From an optimization exercise on the open Yosys and OpenROAD flow, aimed at small area and a short achievable clock period; shortcuts taken in it are not production practice.
Where RTL was checked, it was by simulation tests only, not by an equivalence proof against the original.
Power figures rest on the tool's default switching activity, not on a simulated workload.

== xenon ==
## chronos_ex
module chronos_ex (
	input clk,
	input rst,               
	input in_valid,
	input [31:0] inst,
	input [31:0] pc,
	input [31:0] rs1_data,
	input [31:0] rs2_data,
	output reg out_valid,
	output reg [31:0] result,
	output reg br_taken,
	output reg [31:0] br_target,
	output [31:0] mem_wdata,
	output [3:0] mem_wmask
);
Size in the first run: about 1,300 cells after synthesis, about 240 flip-flops, about 230 I/O pins, ~12,000 µm² of cells after synthesis.
export LEC_CHECK = 0
export CAP_MARGIN = 0
export CORE_MARGIN = 2
export CORE_UTILIZATION = 65
export CTS_BUF_LIST = sky130_fd_sc_hd__clkbuf_8 sky130_fd_sc_hd__clkbuf_16
export CTS_CLUSTER_DIAMETER = 60
export CTS_CLUSTER_SIZE = 24
export PLACE_DENSITY = 0.72
export SETUP_SLACK_MARGIN = 2.7
export SLEW_MARGIN = 0
create_clock -name core_clock -period 5.5 [get_ports {clk}]
standard.sh (not shown) runs the stock make flow with config.mk's settings and CLKGATE_MAP_FILE= SYNTH_SCRIPT=/design/flow/synth_recipe.tcl, a recipe that flattens the netlist after the stock synthesis.
==> flow/flow/run.sh <==
#!/bin/bash
# Own layout flow: the standard layout (standard.sh, standard synthesis
# unchanged), except that buffer_ports gives every port a buf_1 buffer.
# make's full output goes to standard.log; each ORFS step logs under orfs/logs/.
set -euo pipefail
export BUFFER_PORTS_ARGS="-buffer_cell sky130_fd_sc_hd__buf_1"
bash standard.sh > standard.log 2>&1
xenon: full flow OK, the timing, DRC and antenna checks passed
Input-level comparison between onyx and xenon:
- clearing PLACE_DENSITY, which used to be 0.72
- swapping 60 for 80 in CTS_CLUSTER_DIAMETER
- swapping 24 for 30 in CTS_CLUSTER_SIZE
- clearing CTS_BUF_LIST, which used to be sky130_fd_sc_hd__clkbuf_8 sky130_fd_sc_hd__clkbuf_16
- swapping 65 for 55 in CORE_UTILIZATION
- swapping 2.7 for 2.3 in SETUP_SLACK_MARGIN
- Compared with xenon, onyx shows total power of the final layout that has gone down by a few percent.
- xenon -> onyx: number of nets with antenna violations after routing delta 0, exact match
- Fmax of onyx falls short of that of xenon by more than 10%.
- Compared to xenon, onyx has met3 demand-to-capacity share in global routing 3.1 points lower.
- onyx — total of clock buffers placed in the layout 2 lower, xenon as reference
- Relative to xenon, aggregate global-route resource usage decreased by 4.3 points in onyx.
## Diff of input files: cedar against onyx
- SETUP_SLACK_MARGIN now 2.5, was 2.3
### Flow results
onyx completed; timing, DRC and antenna clean. Having completed the whole flow, cedar delivered a layout that passed the timing, DRC and antenna checks. The total leakage power number comes out lower for onyx vs cedar. On routed wire length, the higher figure sits with cedar, not onyx. Where power is concerned, onyx is better than cedar. Delta (cedar minus onyx): global-route usage over all layers held steady, overall via count from detail_route did not really move, post-route fraction of the period consumed by the critical path went down 3.3 points, synthesis-to-finish area growth increased 0.76 points. cedar vs. onyx: cell area after layout rose by about 0.7%; met2 layer usage reported by global route grew by 0.23 points. Kind of critical path = reg -> reg: onyx; kind of critical path = reg -> out: cedar. Comparing onyx and cedar, post-layout minimum cycle time is lower on cedar. Number of non-clock buffers in the layout, onyx and cedar, lower one = onyx.
--- input diff cedar..juniper ---
- putting CTS_BUF_LIST at sky130_fd_sc_hd__clkbuf_8 sky130_fd_sc_hd__clkbuf_16 where nothing was set
- swapping 2.5 for 2.75 in SETUP_SLACK_MARGIN
- swapping 30 for 20 in CTS_CLUSTER_SIZE
- swapping 80 for 60 in CTS_CLUSTER_DIAMETER
==> run summary <==
- juniper has clock-buffer cell count above what cedar had.
- The final wirelength of juniper exceeds that of cedar by about 2%.
- juniper vs cedar: final setup skew down
- Relative to cedar, juniper degrades overall power.
- Higher largest stage delay on the critical path goes to juniper over cedar.
Relative to juniper, the following input files were edited for yarrow:
- swapping 20 for 24 in CTS_CLUSTER_SIZE
- swapping 2.75 for 2.85 in SETUP_SLACK_MARGIN
## What came out
Setup slack: yarrow higher than juniper
Compared with juniper, in yarrow summed area of non-filler cells in the final layout now larger; cell area reported after detailed placement was more or less identical.
Looking only at global-route usage, and setting everything else aside, the higher value of yarrow and juniper goes to yarrow.
yarrow has completed all stages; timing, DRC and antenna checks passed.


The RTL this note starts from:
==> flow/design.v <==
module decode_alu (
	input [31:0] inst,
	input [31:0] rs1,
	input [31:0] rs2,
	output [31:0] a,
	output [31:0] b,
	output [31:0] d,
	output [12:0] ctl
);
	wire [6:0] opc = inst[6:0];
	wire [2:0] f3 = inst[14:12];
	wire is_op    = opc == 7'b0110011;
	wire is_opimm = opc == 7'b0010011;
	wire is_lui   = opc == 7'b0110111;
	wire is_load  = opc == 7'b0000011;
	wire is_store = opc == 7'b0100011;
	wire is_br    = opc == 7'b1100011;
	wire is_alu   = is_op | is_opimm;
	wire is_sll   = is_alu & (f3 == 3'd1);
	wire is_sr    = is_alu & (f3 == 3'd5);
	wire is_slt   = is_alu & (f3[2:1] == 2'b01);
	wire do_sub   = is_op & (f3 == 3'd0) & inst[30];
	wire do_add   = (is_alu & (f3 == 3'd0)) | is_load | is_store | is_lui;
	wire sub = do_sub | is_slt | (is_br & f3[2]);
	wire [31:0] ar;
	genvar i;
	generate for (i = 0; i < 32; i = i + 1) begin : g_rev
		assign ar[i] = rs1[31 - i];
	end endgenerate
	assign a = is_sll ? ar : (rs1 & {32{~is_lui}});
	wire [31:0] iimm = {{20{inst[31]}}, inst[31:20]};
	wire [31:0] simm = {{20{inst[31]}}, inst[31:25], inst[11:7]};
	wire [31:0] bsel = is_lui ? {inst[31:12], 12'b0} :
	                   is_store ? simm :
	                   (is_opimm | is_load) ? iimm : rs2;
	assign b = bsel ^ {32{sub}};
	assign d = {rs2[31:16] & {16{f3 == 3'd2}}, rs2[15:8] & {8{f3 == 3'd1 || f3 == 3'd2}},
	            rs2[7:0] & {8{f3[2] == 1'b0 && f3[1:0] != 2'b11}}};
	wire is_xor = is_alu & (f3 == 3'd4);
	wire is_or  = is_alu & (f3 == 3'd6);
	wire is_and = is_alu & (f3 == 3'd7);
	wire br_x = is_br & (f3[2:1] == 2'b00);
	wire kp = do_add | is_xor | is_or | br_x;
	wire kg = is_or | is_and;
	wire en_lt = is_slt | (is_br & f3[2]);
	wire uns = is_br ? f3[1] : f3[0];
	wire ten = is_br & (f3[2:1] != 2'b01);
	wire inv = f3[0];
	wire arith = inst[30];
	wire [1:0] wk = ~is_store ? 2'd0 : (f3 == 3'd0) ? 2'd1 : (f3 == 3'd1) ? 2'd2 : (f3 == 3'd2) ? 2'd3 : 2'd0;
	assign ctl = {wk, arith, is_sr, is_sll, inv, ten, uns, en_lt, do_add, kg, kp, sub};
endmodule
module alu (
	input [31:0] a,
	input [31:0] b,
	input [10:0] ctl,
	output [31:0] alu_out,
	output taken
);
	wire sub = ctl[0];
	wire kp = ctl[1];
	wire kg = ctl[2];
	wire ce = ctl[3];
	wire en_lt = ctl[4];
	wire uns = ctl[5];
	wire ten = ctl[6];
	wire inv = ctl[7];
	wire kl = ctl[8];
	wire kr = ctl[9];
	wire arith = ctl[10];
	wire [31:0] p = a ^ b;
	wire [31:0] g = a & b;
	wire [32:0] c;
	prefix_carry #(.W(32)) pc0 (.p(p), .g(g), .ci(sub), .c(c));
	wire ltu = ~c[32];
	wire lt = uns ? ltu : (ltu ^ a[31] ^ ~b[31]);
	wire eq = ~|p;
	wire fill = arith & kr & a[31];
	wire [31:0] sr = $signed({fill, a}) >>> b[4:0];
	wire [31:0] sh;
	genvar i;
	generate for (i = 0; i < 32; i = i + 1) begin : g_sh
		assign sh[i] = (sr[i] & kr) | (sr[31 - i] & kl);
	end endgenerate
	wire [31:0] l = (p & {32{kp}}) | (g & {32{kg}});
	wire [31:0] r = (l ^ (c[31:0] & {32{ce}})) | sh;
	assign alu_out = {r[31:1], r[0] | (lt & en_lt)};
	assign taken = ten & ((en_lt ? lt : eq) ^ inv);
endmodule
module prefix_carry #(parameter W = 32) (
	input [W-1:0] p,
	input [W-1:0] g,
	input ci,
	output [W:0] c
);
	localparam L = $clog2(W);
	wire [W-1:0] gg [0:L];
	wire [W-1:0] pp [0:L];
	assign gg[0] = {g[W-1:1], g[0] | (p[0] & ci)};
	assign pp[0] = {p[W-1:1], 1'b0};
	genvar l, i;
	generate for (l = 0; l < L; l = l + 1) begin : g_lev
		for (i = 0; i < W; i = i + 1) begin : g_bit
			if ((i >> l) & 1) begin : g_op
				localparam integer J = ((i >> l) << l) - 1;
				assign gg[l+1][i] = gg[l][i] | (pp[l][i] & gg[l][J]);
				assign pp[l+1][i] = pp[l][i] & pp[l][J];
			end else begin : g_pass
				assign gg[l+1][i] = gg[l][i];
				assign pp[l+1][i] = pp[l][i];
			end
		end
	end endgenerate
	assign c = {gg[L], ci};
endmodule
module branch_gen (
	input [31:0] inst,
	input [31:0] pc,
	output [33:0] branch_lo      
);
	wire [11:0] bimm = {inst[31], inst[7], inst[30:25], inst[11:8]};
	wire [12:0] lo = {1'b0, pc[12:1]} + {1'b0, bimm};
	assign branch_lo = {bimm[11], lo[12], pc[31:13], lo[11:0], pc[0]};
endmodule
module branch_hi (
	input [33:0] branch_lo,
	output [31:0] branch_target
);
	wire sg = branch_lo[33];
	wire cy = branch_lo[32];
	wire [18:0] hi = branch_lo[31:13];
	wire [18:0] inc, dec;
	genvar i;
	generate for (i = 0; i < 19; i = i + 1) begin : g_id
		if (i == 0) begin : g0
			assign inc[i] = ~hi[i];
			assign dec[i] = ~hi[i];
		end else begin : gn
			assign inc[i] = hi[i] ^ (&hi[i-1:0]);
			assign dec[i] = hi[i] ^ ~(|hi[i-1:0]);
		end
	end endgenerate
	wire [18:0] hi_t = (cy == sg) ? hi : (cy ? inc : dec);
	assign branch_target = {hi_t, branch_lo[12:0]};
endmodule
module store_format (
	input [31:0] d,
	input [1:0] kind,       
	input [1:0] lane,
	output [31:0] write_data,
	output [3:0] write_mask
);
	assign write_data = d << {lane, 3'b000};
	wire [3:0] m = kind == 2'd1 ? 4'b0001 : kind == 2'd2 ? 4'b0011 : kind == 2'd3 ? 4'b1111 : 4'b0000;
	assign write_mask = kind == 2'd3 ? 4'b1111 : m << lane;
endmodule
module chronos_ex (
	input clk,
	input rst,               
	input in_valid,
	input [31:0] inst,
	input [31:0] pc,
	input [31:0] rs1_data,
	input [31:0] rs2_data,
	output reg out_valid,
	output reg [31:0] result,
	output reg br_taken,
	output reg [31:0] br_target,
	output [31:0] mem_wdata,
	output [3:0] mem_wmask
);
	wire [31:0] a_id, b_id, d_id;
	wire [12:0] ctl_id;
	decode_alu dec (
		.inst(inst), .rs1(rs1_data), .rs2(rs2_data),
		.a(a_id), .b(b_id), .d(d_id), .ctl(ctl_id));
	wire [33:0] tgt_id;
	branch_gen bgen (.inst(inst), .pc(pc), .branch_lo(tgt_id));
	reg v1;
	reg [31:0] a1, b1, d1;
	reg [33:0] tgt1;
	reg [12:0] ctl1;
	always @(posedge clk) begin
		v1 <= rst & in_valid;
		a1 <= a_id;
		b1 <= b_id;
		d1 <= d_id;
		tgt1 <= tgt_id;
		ctl1 <= ctl_id;
	end
	wire [31:0] alu_out;
	wire taken;
	alu _alu (.a(a1), .b(b1), .ctl(ctl1[10:0]), .alu_out(alu_out), .taken(taken));
	wire [31:0] tgt2;
	branch_hi bhi (.branch_lo(tgt1), .branch_target(tgt2));
	reg [31:0] d_q;
	reg [1:0] sk_q;
	always @(posedge clk) begin
		out_valid <= rst & v1;
		result <= alu_out;
		br_taken <= taken;
		br_target <= tgt2;
		d_q <= d1;
		sk_q <= ctl1[12:11];
	end
	store_format sf (.d(d_q), .kind(sk_q), .lane(result[1:0]),
		.write_data(mem_wdata), .write_mask(mem_wmask));
endmodule
Settings: LEC_CHECK=0, CAP_MARGIN=20, CORE_MARGIN=2, CORE_UTILIZATION=40, SETUP_SLACK_MARGIN=2.8, SLEW_MARGIN=20; clock period 5.5 ns.
Scripts as last shown in full above: flow/flow/run.sh
Change:
--- a/flow/flow/run.sh
+++ b/flow/flow/run.sh
@@ -3 +3 @@
-# unchanged), except that buffer_ports gives every port a buf_1 buffer.
+# unchanged), except that buffer_ports gives every port a buf_2 buffer.
@@ -6 +6 @@
-export BUFFER_PORTS_ARGS="-buffer_cell sky130_fd_sc_hd__buf_1"
+export BUFFER_PORTS_ARGS="-buffer_cell sky130_fd_sc_hd__buf_2"
--- a/flow/config.mk
+++ b/flow/config.mk
@@ -11 +11 @@
-export SETUP_SLACK_MARGIN = 2.8
+export SETUP_SLACK_MARGIN = 2.5
=> The new run went through all stages and came out clean. Setup slack degrades by 14 ps. Non-clock buffer count decreases by 40. Power stays flat. Sequential power stays flat. Die area is unchanged. Register-to-register slack got worse by 250 ps.
Change:
==> flow/run.sh (new file) <==
#!/bin/bash
# synth_recipe.tcl (not shown) runs the flow's synth.tcl, then flattens the netlist and writes it again
# the make line also repeats each setting of config.mk as NAME=value (left out here)
make -C /OpenROAD-flow-scripts/flow DESIGN_CONFIG=/design/flow/config.mk WORK_HOME=/design/flow/orfs CLKGATE_MAP_FILE= SYNTH_SCRIPT=/design/flow/synth_recipe.tcl finish
--- a/flow/config.mk
+++ b/flow/config.mk
@@ -11 +11 @@
-export SETUP_SLACK_MARGIN = 2.5
+export SETUP_SLACK_MARGIN = 3.2
removed: flow/flow/run.sh
removed: flow/standard.sh
Worst setup slack improves by 99 ps.
Power is higher by 6.3%.
Die area stays the same.
Clock-buffer cell count is lower by 4.
Routed wire length is higher by 18%.
Change:
==> flow/flow/run.sh (new file) <==
#!/bin/bash
# Own layout flow: the standard layout (standard.sh, standard synthesis
# unchanged), except that buffer_ports gives every port a buf_2 buffer.
# make's full output goes to standard.log; each ORFS step logs under orfs/logs/.
set -euo pipefail
export BUFFER_PORTS_ARGS="-buffer_cell sky130_fd_sc_hd__buf_2"
bash standard.sh > standard.log 2>&1
==> flow/standard.sh (new file) <==
#!/bin/bash
# synth_recipe.tcl (not shown) runs the flow's synth.tcl, then flattens the netlist and writes it again
# the make line also repeats each setting of config.mk as NAME=value (left out here)
make -C /OpenROAD-flow-scripts/flow DESIGN_CONFIG=/design/flow/config.mk WORK_HOME=/design/flow/orfs CLKGATE_MAP_FILE= SYNTH_SCRIPT=/design/flow/synth_recipe.tcl "${@:-finish}"
--- a/flow/config.mk
+++ b/flow/config.mk
@@ -11 +11,2 @@
-export SETUP_SLACK_MARGIN = 3.2
+export CTS_BUF_LIST = sky130_fd_sc_hd__clkbuf_4 sky130_fd_sc_hd__clkbuf_8
+export SETUP_SLACK_MARGIN = 2.5
removed: flow/run.sh
What happened: Combinational power shrinks by a quarter to a third; flip-flop and latch count is unchanged; wire length shrinks by about a fifth; global-route usage shrinks by 3.2 points; cell area shrinks by about a fifth; critical path depth grows by 4; die area is unchanged; worst setup slack degrades by 120 ps; via count shrinks by roughly a tenth; clock skew stays flat; synthesized area stays the same.
Change:
--- a/flow/flow/run.sh
+++ b/flow/flow/run.sh
@@ -3 +3 @@
-# unchanged), except that buffer_ports gives every port a buf_2 buffer.
+# unchanged), except that buffer_ports gives every port a buf_1 buffer.
@@ -6 +6 @@
-export BUFFER_PORTS_ARGS="-buffer_cell sky130_fd_sc_hd__buf_2"
+export BUFFER_PORTS_ARGS="-buffer_cell sky130_fd_sc_hd__buf_1"
--- a/flow/config.mk
+++ b/flow/config.mk
@@ -10,2 +10,3 @@
-export CORE_UTILIZATION = 40
-export CTS_BUF_LIST = sky130_fd_sc_hd__clkbuf_4 sky130_fd_sc_hd__clkbuf_8
+export CORE_UTILIZATION = 55
+export CTS_CLUSTER_DIAMETER = 80
+export CTS_CLUSTER_SIZE = 30
=> Maximum frequency grows slightly. First-iteration DRC count grows by about a fifth. Clock skew grows by 16 ps. Via count hardly moves.
Function was not checked in any run of this note: the RTL went through the layout flow alone.

==> separate check: timing with driven ports <==
No port has a modelled driver above. Below, the same layouts with a new extraction and two added sets of constraints. Step 1 assumes that a clkbuf_16 drives the clock port and a buf_2 every other input. Step 2 moves the port delays by t, midway between the first and last clock arrival at a register: inputs arrive t later, outputs are due t later. That takes back most of the time a late clock gives input paths. Slacks: ideal ports / drivers / drivers and shift; pairs: ideal ports / drivers.
| run | t (ns) | slack for setup (ns) | pins driven straight from the clock port |
|---|---|---|---|
| xenon | 0.531 | 2.739 / 2.692 / 2.246 | 1 |
| onyx | 0.532 | 2.428 / 2.423 / 2.070 | 1 |
| cedar | 0.534 | 2.607 / 2.556 / 2.171 | 1 |
| juniper | 0.542 | 2.740 / 2.688 / 2.276 | 1 |
| yarrow | 0.551 | 2.767 / 2.717 / 2.431 | 1 |
| the first run of note 2 | 0.597 | 2.611 / 2.560 / 2.296 | 1 |
| the second run of note 2 | 0.599 | 2.597 / 2.573 / 2.029 | 1 |
| the third run of note 2 | 0.600 | 2.696 / 2.644 / 2.534 | 1 |
| the fourth run of note 2 | 0.584 | 2.581 / 2.586 / 2.022 | 1 |
| the fifth run of note 2 | 0.522 | 2.592 / 2.543 / 2.150 | 1 |
After both steps every run listed still meets setup and hold. For the second run of note 2, which loses most, drivers alone change the setup slack by -0.024 ns; drivers and shift together by -0.568 ns.
